Background: an optimization exercise with open tools, aiming at small area. Do not read the settings as production practice.
At most, simulation tests tie the RTL to the original design; equivalence was not proved.
No driver is modelled on the clock port, so clocking that relies on it looks cheaper here than on a real chip.
Power figures rest on the tool's default switching activity, not on a simulated workload.

P:
==> module top, before the edit <==
module top(
    input clk_100MHz,
    input rst,
    input reset_button,
    input saveH_button,
    input saveL_button,
    input [7:0] sensors_input,
    input [7:0] setup_input,
    output reg [7:0] cathodes,  
    output reg [7:0] anodes,  
    output reg [2:0] LED1,  
    output reg [2:0] LED2  
    );
    function [3:0] level;
        input [7:0] c;
        level = {c[7], c[3] & ~c[7], (c[1] & ~c[3]) | (c[5] & ~c[7]),
                 (c[0] & ~c[1]) | (c[2] & ~c[3]) | (c[4] & ~c[5]) | (c[6] & ~c[7])};
    endfunction
    function valid;
        input [7:0] c;
        valid = ~|(c[7:1] & ~c[6:0]);
    endfunction
    reg rb_out, sh_out, sl_out;
    reg prev_sh, prev_sl;
    wire reset = rst | rb_out;
    reg [9:0] scan;
    wire tick = (scan == 10'd690);
    always @(posedge clk_100MHz)
        if (reset | tick) scan <= 10'd0;
        else scan <= {scan[8:0], ~(scan[9] ^ scan[6])};
    reg [9:0] tcnt;
    wire tcnt_last = (&tcnt[9:5]) & (&tcnt[2:0]);
    always @(posedge clk_100MHz)
        if (reset) tcnt <= 10'd0;
        else if (tick) tcnt <= tcnt_last ? 10'd0 : tcnt + 10'd1;
    wire blink = (tcnt < 10'd499) | ((tcnt == 10'd499) & ~tick);
    wire [1:0] digit = tcnt[1:0];
    always @(posedge clk_100MHz)
        if (reset) begin
            rb_out <= 1'b0; sh_out <= 1'b0; sl_out <= 1'b0;
            prev_sh <= 1'b0; prev_sl <= 1'b0;
        end else if (tick) begin
            rb_out <= reset_button;
            sh_out <= saveH_button & ~prev_sh;
            sl_out <= saveL_button & ~prev_sl;
            prev_sh <= saveH_button;
            prev_sl <= saveL_button;
        end
    reg [3:0] k1, k2;
    reg G, L;
    reg [2:0] h3, lo;
    wire h8 = ~|h3;
    wire [3:0] sl = level(setup_input);
    wire sv = valid(setup_input);
    wire err = ~valid(sensors_input);
    wire sl_gt_lo = sl[3] | (sl[2:0] > lo);
    wire sl_lt_hi = ~sl[3] & (h8 | (sl[2:0] < h3));
    always @(posedge clk_100MHz)
        if (reset) begin
            k1 <= 4'd0; k2 <= 4'd0; G <= 1'b0; L <= 1'b0;
            h3 <= 3'd0; lo <= 3'd0;
        end else begin
            k1 <= err ? 4'd0 : level(sensors_input);
            k2 <= k1;
            G <= k1[3] | (~h8 & (k1[2:0] >= h3));
            L <= ~k1[3] & (k1[2:0] <= lo);
            if (sh_out & sv & sl_gt_lo) h3 <= sl[2:0];
            else if (sl_out & sv & sl_lt_hi) lo <= sl[2:0];
        end
    reg [7:0] tens_pat, units_pat;
    always @(*)
        if (k2[3]) begin
            tens_pat = 8'h03;
            units_pat = 8'h03;
        end else begin
            tens_pat = (k2[2:0] == 3'd0) ? 8'hFF : (k2[2:0] == 3'd1) ? 8'h9F :
                       (k2[2:0] == 3'd2) ? 8'h25 : (k2[2:0] == 3'd3) ? 8'h0D :
                       (k2[2:0] == 3'd4) ? 8'h49 : (k2[2:0] == 3'd5) ? 8'h41 :
                       (k2[2:0] == 3'd6) ? 8'h1F : 8'h01;
            units_pat = (k2[2:0] == 3'd1) ? 8'h25 : (k2[2:0] == 3'd2) ? 8'h49 :
                        (k2[2:0] == 3'd3) ? 8'h01 : (k2[2:0] == 3'd5) ? 8'h0D :
                        (k2[2:0] == 3'd6) ? 8'h49 : (k2[2:0] == 3'd7) ? 8'h01 : 8'h03;
        end
    wire [7:0] hund_pat = k2[3] ? 8'h9F : 8'hFF;
    wire [7:0] stat_pat = err ? 8'h61 : G ? 8'h91 : L ? 8'hE3 : 8'hC5;
    wire [7:0] digit_pat =
        (digit == 2'd0) ? hund_pat : (digit == 2'd1) ? tens_pat :
        (digit == 2'd2) ? units_pat : stat_pat;
    wire [2:0] led = err ? 3'b100 : G ? {blink, 2'b00} : L ? {blink, blink, 1'b0} : 3'b010;
    always @(*) begin
        anodes = reset ? 8'hFF : {~(4'b1000 >> digit), 4'hF};
        cathodes = reset ? 8'hFF : digit_pat;
        LED1 = reset ? 3'd0 : led;
        LED2 = LED1;
    end
endmodule
export LEC_CHECK = 0
export CAP_MARGIN = 20
export CORE_MARGIN = 2
export CORE_UTILIZATION = 40
export SLEW_MARGIN = 20
create_clock -name core_clock -period 10.0 [get_ports {clk_100MHz}]
standard.sh (not shown) runs the stock make flow with config.mk's settings and CLKGATE_MAP_FILE= SYNTH_SCRIPT=/design/flow/synth_recipe.tcl, a recipe that flattens the netlist after the stock synthesis.
==> flow/flow/run.sh <==
#!/bin/bash
# The standard ORFS layout (standard.sh) with these changes:
#  - synthesis maps the logic with an area-oriented abc script (flow/abc_area.script)
#    in place of ORFS's speed script, and leaves adders to abc (no ADDER_MAP_FILE);
#    everything else in synthesis is the standard flow's own (synth_recipe.tcl);
#  - port buffers use the smallest buffer cell.
# Each tool's output is in orfs/logs/; make's output is in flow.log.
set -euo pipefail
HERE=$(pwd)
{
  echo 'proc abc {args} {'
  echo '  set i [lsearch -exact $args -script]'
  echo "  if {\$i >= 0} { set args [lreplace \$args \$i [expr {\$i + 1}] -script $HERE/flow/abc_area.script] }"
  echo '  yosys abc {*}$args'
  echo '}'
  cat synth_recipe.tcl
} > area_synth.tcl
sed -e "s#SYNTH_SCRIPT=[^ ]*#SYNTH_SCRIPT=$HERE/area_synth.tcl ADDER_MAP_FILE=#" standard.sh > area_standard.sh
grep -q "SYNTH_SCRIPT=$HERE/area_synth.tcl ADDER_MAP_FILE=" area_standard.sh
export BUFFER_PORTS_ARGS="-buffer_cell sky130_fd_sc_hd__buf_1"
export CTS_ARGS="-sink_clustering_enable -repair_clock_nets -dont_use_dummy_load -sink_clustering_size 10 -buf_list {sky130_fd_sc_hd__clkbuf_4}"
bash area_standard.sh > flow.log 2>&1
==> flow/flow/abc_area.script <==
strash
&get -n
&st
&deepsyn -T 30
&put
strash
dch -f
&get -n
&nf -R 1000
&put
topo
Setup changes, P to R
--- a/flow/design.v
+++ b/flow/design.v
@@ -24,25 +24,26 @@
     reg rb_out, sh_out, sl_out;
     reg prev_sh, prev_sl;
     wire reset = rst | rb_out;
     reg [9:0] scan;
-    wire tick = (scan == 10'd690);
+    wire tick = ({scan[9], scan[7:3], scan[1:0]} == 8'b1_11011_11);
     always @(posedge clk_100MHz)
-        if (reset | tick) scan <= 10'd0;
+        if (reset | tick) scan <= 10'd443;
         else scan <= {scan[8:0], ~(scan[9] ^ scan[6])};
-    reg [9:0] tcnt;
-    wire tcnt_last = (&tcnt[9:5]) & (&tcnt[2:0]);
+    reg [9:0] u;
+    wire u_last = (&u[9:4]) & (&u[1:0]);
     always @(posedge clk_100MHz)
-        if (reset) tcnt <= 10'd0;
-        else if (tick) tcnt <= tcnt_last ? 10'd0 : tcnt + 10'd1;
-    wire blink = (tcnt < 10'd499) | ((tcnt == 10'd499) & ~tick);
-    wire [1:0] digit = tcnt[1:0];
+        if (reset) u <= 10'd12;
+        else if (tick) u <= u_last ? 10'd12 : u + 10'd1;
+    wire blink = ~u[9] & ~((&u[8:0]) & tick);
+    wire [1:0] digit = u[1:0];
+    always @(posedge clk_100MHz)
+        rb_out <= ~reset & tick & reset_button;
     always @(posedge clk_100MHz)
         if (reset) begin
-            rb_out <= 1'b0; sh_out <= 1'b0; sl_out <= 1'b0;
+            sh_out <= 1'b0; sl_out <= 1'b0;
             prev_sh <= 1'b0; prev_sl <= 1'b0;
         end else if (tick) begin
-            rb_out <= reset_button;
             sh_out <= saveH_button & ~prev_sh;
             sl_out <= saveL_button & ~prev_sl;
             prev_sh <= saveH_button;
             prev_sl <= saveL_button;
==> comparison <==
- On mux contribution to synthesized area, R tracks P almost exactly.
- On total power consumption of the routed design, R does worse than P.
- Sequential share of layout area: R and P compared, higher one is P
- Per the comparison of R with P, total length of routed wires went up about 3.3%, met3 capacity usage during global routing now larger, layout filler cell count flat, layout-stage area growth over the synthesis result up 0.28 points.
No functional check of the RTL was part of R.


top, a different RTL version from the one above (not shown whole).
Size: roughly 40 flip-flops, about 1800 sq um of cells after synthesis.
==> module top, before the edit <==
module top(
    input clk_100MHz,
    input rst,
    input reset_button,
    input saveH_button,
    input saveL_button,
    input [7:0] sensors_input,
    input [7:0] setup_input,
    output reg [7:0] cathodes,  
    output reg [7:0] anodes,  
    output reg [2:0] LED1,  
    output reg [2:0] LED2  
    );
    function [3:0] level;
        input [7:0] c;
        level = {c[7], c[3] & ~c[7], (c[1] & ~c[3]) | (c[5] & ~c[7]),
                 (c[0] & ~c[1]) | (c[2] & ~c[3]) | (c[4] & ~c[5]) | (c[6] & ~c[7])};
    endfunction
    function valid;
        input [7:0] c;
        valid = ~|(c[7:1] & ~c[6:0]);
    endfunction
    reg rb_out, sh_out, sl_out;
    reg prev_sh, prev_sl;
    wire reset = rst | rb_out;
    reg [9:0] scan;
    wire tick = ({scan[9], scan[7:3], scan[1:0]} == 8'b1_11011_11);
    always @(posedge clk_100MHz)
        if (reset | tick) scan <= 10'd443;
        else scan <= {scan[8:0], ~(scan[9] ^ scan[6])};
    reg [1:0] digit;
    reg [6:0] m;
    reg phase;
    wire m_last = ({m[6:5], m[3:0]} == 6'b10_0000);
    wire m_step = tick & (&digit);
    always @(posedge clk_100MHz)
        if (reset) begin
            digit <= 2'd0; m <= 7'd0; phase <= 1'b0;
        end else begin
            if (tick) digit <= digit + 2'd1;
            if (m_step) m <= m_last ? 7'd0 : {m[5:0], ~(m[6] ^ m[5])};
            if (m_step & m_last) phase <= ~phase;
        end
    wire blink = ~phase & ~(m_step & m_last);
    always @(posedge clk_100MHz)
        rb_out <= ~reset & tick & reset_button;
    always @(posedge clk_100MHz)
        if (reset) begin
            sh_out <= 1'b0; sl_out <= 1'b0;
            prev_sh <= 1'b0; prev_sl <= 1'b0;
        end else if (tick) begin
            sh_out <= saveH_button & ~prev_sh;
            sl_out <= saveL_button & ~prev_sl;
            prev_sh <= saveH_button;
            prev_sl <= saveL_button;
        end
    reg [3:0] k1;
    reg [2:0] k2;
    reg G, L;
    wire k2_8 = G & ~|k2;
    reg [2:0] h3, lo;
    wire h8 = ~|h3;
    wire [3:0] sl = level(setup_input);
    wire sv = valid(setup_input);
    wire err = ~valid(sensors_input);
    wire sl_gt_lo = sl[3] | (sl[2:0] > lo);
    wire sl_lt_hi = ~sl[3] & (h8 | (sl[2:0] < h3));
    always @(posedge clk_100MHz)
        if (reset) begin
            k1 <= 4'd0; k2 <= 3'd0; G <= 1'b0; L <= 1'b0;
            h3 <= 3'd0; lo <= 3'd0;
        end else begin
            k1 <= err ? 4'd0 : level(sensors_input);
            k2 <= k1[2:0];
            G <= k1[3] | (~h8 & (k1[2:0] >= h3));
            L <= ~k1[3] & (k1[2:0] <= lo);
            if (sh_out & sv & sl_gt_lo) h3 <= sl[2:0];
            else if (sl_out & sv & sl_lt_hi) lo <= sl[2:0];
        end
    reg [7:0] tens_pat, units_pat;
    always @(*)
        if (k2_8) begin
            tens_pat = 8'h03;
            units_pat = 8'h03;
        end else begin
            tens_pat = (k2 == 3'd0) ? 8'hFF : (k2 == 3'd1) ? 8'h9F :
                       (k2 == 3'd2) ? 8'h25 : (k2 == 3'd3) ? 8'h0D :
                       (k2 == 3'd4) ? 8'h49 : (k2 == 3'd5) ? 8'h41 :
                       (k2 == 3'd6) ? 8'h1F : 8'h01;
            units_pat = (k2 == 3'd1) ? 8'h25 : (k2 == 3'd2) ? 8'h49 :
                        (k2 == 3'd3) ? 8'h01 : (k2 == 3'd5) ? 8'h0D :
                        (k2 == 3'd6) ? 8'h49 : (k2 == 3'd7) ? 8'h01 : 8'h03;
        end
    wire [7:0] hund_pat = k2_8 ? 8'h9F : 8'hFF;
    wire [7:0] stat_pat = err ? 8'h61 : G ? 8'h91 : L ? 8'hE3 : 8'hC5;
    wire [7:0] digit_pat =
        (digit == 2'd0) ? hund_pat : (digit == 2'd1) ? tens_pat :
        (digit == 2'd2) ? units_pat : stat_pat;
    wire [2:0] led = err ? 3'b100 : G ? {blink, 2'b00} : L ? {blink, blink, 1'b0} : 3'b010;
    always @(*) begin
        anodes = reset ? 8'hFF : {~(4'b1000 >> digit), 4'hF};
        cathodes = reset ? 8'hFF : digit_pat;
        LED1 = reset ? 3'd0 : led;
        LED2 = LED1;
    end
endmodule
clock: 10.0 ns
lec_check: 0
cap_margin: 10
core_margin: 2
core_utilization: 40
gpl_timing_driven: 0
slew_margin: 10
==> flow/flow/run.sh <==
#!/bin/bash
# The standard ORFS layout (standard.sh) with these changes:
#  - synthesis maps the logic with an area-oriented abc script (deepsyn, then
#    &nf), once per deepsyn seed and variant, and keeps the smallest result (flow/abc_multi.tcl),
#    in place of ORFS's speed script; adders are left to abc (no ADDER_MAP_FILE);
#    everything else in synthesis is the standard flow's own (synth_recipe.tcl);
#  - port buffers use the smallest buffer cell;
#  - clock tree: clkbuf_4 buffers, clusters of up to 10 sinks, no dummy loads;
#    after CTS, flow/post_cts.tcl upsizes any clock buffer whose sinks' slew is
#    over 110 ps.
# Each tool's output is in orfs/logs/; make's output is in flow.log.
set -euo pipefail
HERE=$(pwd)
export ABC_DIR=$HERE/abc
# deepsyn variants: seed 0..5, each without and with two-input LUTs (-t)
export ABC_SEEDS="0 1 2 3 4 5 0t 1t 2t 3t 4t 5t"
mkdir -p $ABC_DIR
for s in $ABC_SEEDS; do
  opt="-S ${s%t}"
  [[ $s == *t ]] && opt="$opt -t"
  printf '%s\n' strash '&get -n' '&st' "&deepsyn -T 10 $opt" '&put' strash 'dch -f' \
    '&get -n' '&nf -R 1000' '&put' topo > $ABC_DIR/abc_area_s$s.script
done
{
  echo "source $HERE/flow/abc_multi.tcl"
  cat synth_recipe.tcl
} > area_synth.tcl
sed -e "s#SYNTH_SCRIPT=[^ ]*#SYNTH_SCRIPT=$HERE/area_synth.tcl ADDER_MAP_FILE=#" standard.sh > area_standard.sh
grep -q "SYNTH_SCRIPT=$HERE/area_synth.tcl ADDER_MAP_FILE=" area_standard.sh
export BUFFER_PORTS_ARGS="-buffer_cell sky130_fd_sc_hd__buf_1"
export REMOVE_ABC_BUFFERS=1
export SKIP_REPAIR_TIE_FANOUT=1
export CTS_ARGS="-sink_clustering_enable -repair_clock_nets -dont_use_dummy_load -sink_clustering_size 10 -buf_list {sky130_fd_sc_hd__clkbuf_4}"
export POST_CTS_TCL=$HERE/flow/post_cts.tcl
bash area_standard.sh > flow.log 2>&1
Other scripts of this flow, unchanged in this note and not shown: flow/flow/abc_multi.tcl, flow/flow/post_cts.tcl
Edit:
--- a/flow/design.v
+++ b/flow/design.v
@@ -24,11 +24,11 @@
     reg rb_out, sh_out, sl_out;
     reg prev_sh, prev_sl;
     wire reset = rst | rb_out;
     reg [9:0] scan;
-    wire tick = ({scan[9], scan[7:3], scan[1:0]} == 8'b1_11011_11);
+    wire tick = (&scan[8:6]) & (&scan[4:0]);
     always @(posedge clk_100MHz)
-        if (reset | tick) scan <= 10'd443;
+        if (reset | tick) scan <= 10'd499;
         else scan <= {scan[8:0], ~(scan[9] ^ scan[6])};
     reg [1:0] digit;
     reg [6:0] m;
     reg phase;
Sequential power is about the same.
First-iteration DRC count shrinks by 73%.
Core utilization barely changes.
Worst setup slack gets better by 140 ps.
Cell count goes down by about 0.65%.
Only the layout flow was run in the second run of this note; the RTL was not checked for function there.

what the ideal ports hide:
The results above use ideal ports. As a check the final layouts listed here were re-extracted and re-timed, cells and wires unchanged. Step 1 (the two cells are an assumption about what drives the block):
set clk [get_ports {clk_100MHz}]
set_driving_cell -lib_cell sky130_fd_sc_hd__clkbuf_16 $clk
set_driving_cell -lib_cell sky130_fd_sc_hd__buf_2 [delete_from_list [all_inputs] $clk]
Step 2 adds t to the input delays and takes it off the output delays; t is the mean of the earliest and latest rising clock arrival at the registers after step 1. Input paths then give back, and output paths get back, about the clock's delay inside the block. a / b / c = ideal ports / drivers / drivers and shift; a / b = the first two.
run	t, ns	setup WS [ns]	worst setup path after step 2
P	0.349	4.458 / 4.429 / 4.429	input to output
R	0.362	4.653 / 4.630 / 4.630	input to output
the first run of note 2	0.343	3.830 / 3.807 / 3.807	input to output
the second run of note 2	0.346	3.970 / 3.945 / 3.945	input to output
After both steps every run listed still meets setup and hold. For P, which loses most, drivers alone change the setup slack by -0.029 ns; drivers and shift together by -0.029 ns.
